Context: an optimization exercise on an open-source flow, tuned for small area and a short achievable clock period. The choices shown serve that exercise and are no tape-out recipe. RTL that was checked went through simulation tests only; none was proved equivalent to the original. Power figures rest on the tool's default switching activity, not on a simulated workload.

==> run a <==
==> flow/design.v (excerpt) <==
module fixedFloatConversion(
  input wire clk,
  input wire rst,
  input wire[31:0] targetnumber,
  input wire[4:0] fixpointpos,
  input wire opcode,
  output reg[31:0] result);
==> module fixedFloatConversion, before the edit <==
module fixedFloatConversion(
  input wire clk,
  input wire rst,
  input wire[31:0] targetnumber,
  input wire[4:0] fixpointpos,
  input wire opcode,
  output reg[31:0] result);
wire        s  = targetnumber[31];
wire [30:0] t  = targetnumber[30:0];
wire        nz = |t;
wire [4:0] lz;
lzc32 ulz (.w({t ^ {31{s}}, 1'b1}), .lz(lz));
wire [9:0] d     = 10'd150 - {5'd0, fixpointpos} - {2'd0, targetnumber[30:23]};
wire       valid = (d[9:5] == 5'd0);
wire [4:0] bsh   = ~d[4:0];
wire [54:0] xa = {t, 24'd0};
wire [54:0] xb = {31'd0, 1'b1, t[22:0]};
wire [4:0]  sh = opcode ? bsh : lz;
wire pa1 = ~opcode & lz[4];
wire pa0 = ~opcode & ~lz[4];
wire pb1 = opcode & bsh[4];
wire pb0 = opcode & ~bsh[4];
wire [54:16] x1 = ({39{pa1}} & xa[38:0]) | ({39{pa0}} & xa[54:16])
                | ({39{pb1}} & xb[38:0]) | ({39{pb0}} & xb[54:16]);
wire [54:24] x2 = sh[3] ? x1[46:16] : x1[54:24];
wire [54:28] x3 = sh[2] ? x2[50:24] : x2[54:28];
wire [54:30] x4 = sh[1] ? x3[52:28] : x3[54:30];
wire [54:31] y  = sh[0] ? x4[53:30] : x4[54:31];
wire st = (~sh[2] & |x2[27:24]) | (~sh[1] & |x3[29:28]) | (~sh[0] & x4[30]);
wire        cin = ~opcode & st;
wire [24:0] vp;                  
prefix_or #(.N(25)) pb (.a({y[54:31], cin}), .y(vp));
wire [23:0] low = y[54:31] ^ ({24{s}} & vp[23:0]);
wire        pow2 = s & (&(t[30:1] | ~t[29:0]));
wire [7:0]  e  = 8'd157 - {3'd0, fixpointpos} - {3'd0, lz} + {7'd0, pow2};
wire keep = opcode ? valid : nz;
always @(posedge clk) begin
  result[22:0]  <= keep ? low[22:0] : 23'd0;
  result[30:23] <= keep ? (opcode ? {{7{s & vp[24]}}, low[23]} : e) : 8'd0;
  result[31]    <= keep & s & (~opcode | vp[24]);
end
endmodule
==> module prefix_or, before the edit <==
module prefix_or #(parameter N = 32) (
  input  wire [N-1:0] a,
  output wire [N-1:0] y);
  localparam L = 5;               
  wire [N-1:0] p [0:L];
  assign p[0] = a;
  genvar k, i;
  generate
    for (k = 0; k < L; k = k + 1) begin : lv
      for (i = 0; i < N; i = i + 1) begin : bt
        if ((i >> k) & 1)
          assign p[k+1][i] = p[k][i] | p[k][((i >> k) << k) - 1];
        else
          assign p[k+1][i] = p[k][i];
      end
    end
  endgenerate
  assign y = p[L];
endmodule
==> flow/config.mk <==
export PLATFORM = sky130hd
export DESIGN_NAME = fixedFloatConversion
export DESIGN_NICKNAME = fixedFloatConversion
export VERILOG_FILES = /design/flow/design.v
export SDC_FILE = /design/flow/constraint.sdc
export NUM_CORES = 4
export LEC_CHECK = 0
export ABC_AREA = 1
export CAP_MARGIN = 20
export CORE_MARGIN = 2
export CORE_UTILIZATION = 40
export SETUP_SLACK_MARGIN = 3
export SLEW_MARGIN = 20
export TNS_END_PERCENT = 0
==> flow/constraint.sdc <==
create_clock -name core_clock -period 9.0 [get_ports {clk}]
set_input_delay 1.8000 -clock core_clock [delete_from_list [all_inputs] [get_ports {clk}]]
set_output_delay 1.8000 -clock core_clock [all_outputs]
set_load 0.01 [all_outputs]
standard.sh (not shown) runs the stock make flow with config.mk's settings and CLKGATE_MAP_FILE= SYNTH_SCRIPT=/design/flow/synth_recipe.tcl, a recipe that flattens the netlist after the stock synthesis.
==> flow/flow/run.sh <==
#!/bin/bash
# Standard layout with two changes:
#  - synthesis maps with the ABC script flow/map.abc (registers untouched:
#    abc runs without -dff, so the standard synthesis's flip-flops remain);
#  - the port buffers are the smallest buffer cell.
set -euo pipefail
W=$(pwd)
export BUFFER_PORTS_ARGS="-buffer_cell sky130_fd_sc_hd__buf_1"
{
  echo 'proc abc {args} {'
  echo '  set i [lsearch $args -script]'
  echo "  if {\$i >= 0} { lset args [expr {\$i+1}] $W/flow/map.abc }"
  echo '  yosys abc {*}$args'
  echo '}'
  cat "$W/synth_recipe.tcl"
} > "$W/my_synth.tcl"
sed -E "s#'?SYNTH_SCRIPT=[^ ']*'?#SYNTH_SCRIPT=$W/my_synth.tcl#" "$W/standard.sh" > "$W/my_standard.sh"
grep -q "SYNTH_SCRIPT=$W/my_synth.tcl" "$W/my_standard.sh"
bash "$W/my_standard.sh" > "$W/standard.log" 2>&1
==> flow/flow/map.abc <==
strash
dch -f
map
==> inputs of run b, as changes to run a <==
--- a/flow/design.v
+++ b/flow/design.v
@@ -14,26 +14,21 @@
 wire [9:0] d     = 10'd150 - {5'd0, fixpointpos} - {2'd0, targetnumber[30:23]};
 wire       valid = (d[9:5] == 5'd0);
 wire [4:0] bsh   = ~d[4:0];
-wire [54:0] xa = {t, 24'd0};
-wire [54:0] xb = {31'd0, 1'b1, t[22:0]};
+wire [54:0] x0 = opcode ? {31'd0, 1'b1, t[22:0]} : {t, 24'd0};
 wire [4:0]  sh = opcode ? bsh : lz;
-wire pa1 = ~opcode & lz[4];
-wire pa0 = ~opcode & ~lz[4];
-wire pb1 = opcode & bsh[4];
-wire pb0 = opcode & ~bsh[4];
-wire [54:16] x1 = ({39{pa1}} & xa[38:0]) | ({39{pa0}} & xa[54:16])
-                | ({39{pb1}} & xb[38:0]) | ({39{pb0}} & xb[54:16]);
+wire [54:16] x1 = sh[4] ? x0[38:0]  : x0[54:16];
 wire [54:24] x2 = sh[3] ? x1[46:16] : x1[54:24];
 wire [54:28] x3 = sh[2] ? x2[50:24] : x2[54:28];
 wire [54:30] x4 = sh[1] ? x3[52:28] : x3[54:30];
 wire [54:31] y  = sh[0] ? x4[53:30] : x4[54:31];
-wire st = (~sh[2] & |x2[27:24]) | (~sh[1] & |x3[29:28]) | (~sh[0] & x4[30]);
+wire st = (~sh[4] & |x0[15:0]) | (~sh[3] & |x1[23:16]) | (~sh[2] & |x2[27:24])
+        | (~sh[1] & |x3[29:28]) | (~sh[0] & x4[30]);
 wire        cin = ~opcode & st;
 wire [24:0] vp;                  
 prefix_or #(.N(25)) pb (.a({y[54:31], cin}), .y(vp));
 wire [23:0] low = y[54:31] ^ ({24{s}} & vp[23:0]);
-wire        pow2 = s & (&(t[30:1] | ~t[29:0]));
-wire [7:0]  e  = 8'd157 - {3'd0, fixpointpos} - {3'd0, lz} + {7'd0, pow2};
+wire [7:0]  e0 = 8'd157 - {3'd0, fixpointpos} - {3'd0, lz};
+wire [7:0]  e  = (s & ~vp[24]) ? e0 + 8'd1 : e0;
 wire keep = opcode ? valid : nz;
 always @(posedge clk) begin
   result[22:0]  <= keep ? low[22:0] : 23'd0;
@@ -72,7 +67,7 @@
 module prefix_or #(parameter N = 32) (
   input  wire [N-1:0] a,
   output wire [N-1:0] y);
-  localparam L = 5;               
+  localparam L = $clog2(N);
   wire [N-1:0] p [0:L];
   assign p[0] = a;
   genvar k, i;
==> flow/flow/map.abc (replaced) <==
strash
dch -f
map -a
==> run notes <==
| metric | run a | run b |
|---|---|---|
| Result of the run | complete, no violations | complete, no violations |
| Met2 Track Usage GR | 0.436 | 0.421 |
| Post-route cell area | 5880 um^2 | 6040 um^2 |
| Post-Synthesis Cells | 858 | 785 |
| Non-clock buffer total of the final layout | 87 | 116 |
| Switching part of the total | 0.488 | 0.471 |
| Number of global-route vias before repair | 5887 | 5077 |
| First-pass GRT wire length | 28700 um | 24000 um |
| Filler Cells Inserted | 1357 | 1145 |
| Capture point of the worst path | result[25] | result[26] |
| Setup slack of the critical path after layout | 3.34 ns | 3.10 ns |
| Clock root buffer | sky130_fd_sc_hd__clkbuf_16 | sky130_fd_sc_hd__clkbuf_8 |
| Period minus WS final | 5.66 ns | 5.90 ns |
| Synthesized-area fraction occupied by xor and xnor cells | 0.0175 | 0.0653 |
| Highest-delay cell along the critical path | sky130_fd_sc_hd__nor3_4 | sky130_fd_sc_hd__fa_2 |
| Number of placement rows | 40 | 38 |
| Transition time at the pin with the least slew margin | 0.638 ns | 0.566 ns |
| Area overhead of the layout relative to synthesis | 17.6% | 36.3% |
| Areal power density over the cells | 154 nW/um^2 | 146 nW/um^2 |
| Simple-gate area share of the yosys netlist | 0.442 | 0.317 |
| Multi-input combinational cell area | 4180 um^2 | 3850 um^2 |
Only the layout flow was run in run b; the RTL was not checked for function there.

## afterwards: timing with drivers on the ports
The results above use ideal ports. As a check the final layouts listed here were re-extracted and re-timed, cells and wires unchanged. Step 1 sets driving cells, clkbuf_16 on the clock port and buf_2 on the other inputs (assumed; they add their load-dependent delay and slew). Step 2 times the ports against the registers' clock, not the clock port: input delays grow and output delays shrink by t, the midpoint of the rising clock arrivals with the driver on. Three values: ideal, step 1, step 2; two values: the first two.
| run | shift t [ns] | slack for setup (ns) | worst hold slack (ns) |
|---|---|---|---|
| run a | 0.312 | 3.344 / 3.356 / 3.044 | 2.052 / 2.046 / 2.202 |
| run b | 0.311 | 3.103 / 3.115 / 2.804 | 1.928 / 1.927 / 2.203 |
After both steps every run listed still meets setup and hold. The setup slack of run a, which loses most, moves by +0.012 ns with the drivers and by -0.300 ns with both steps.
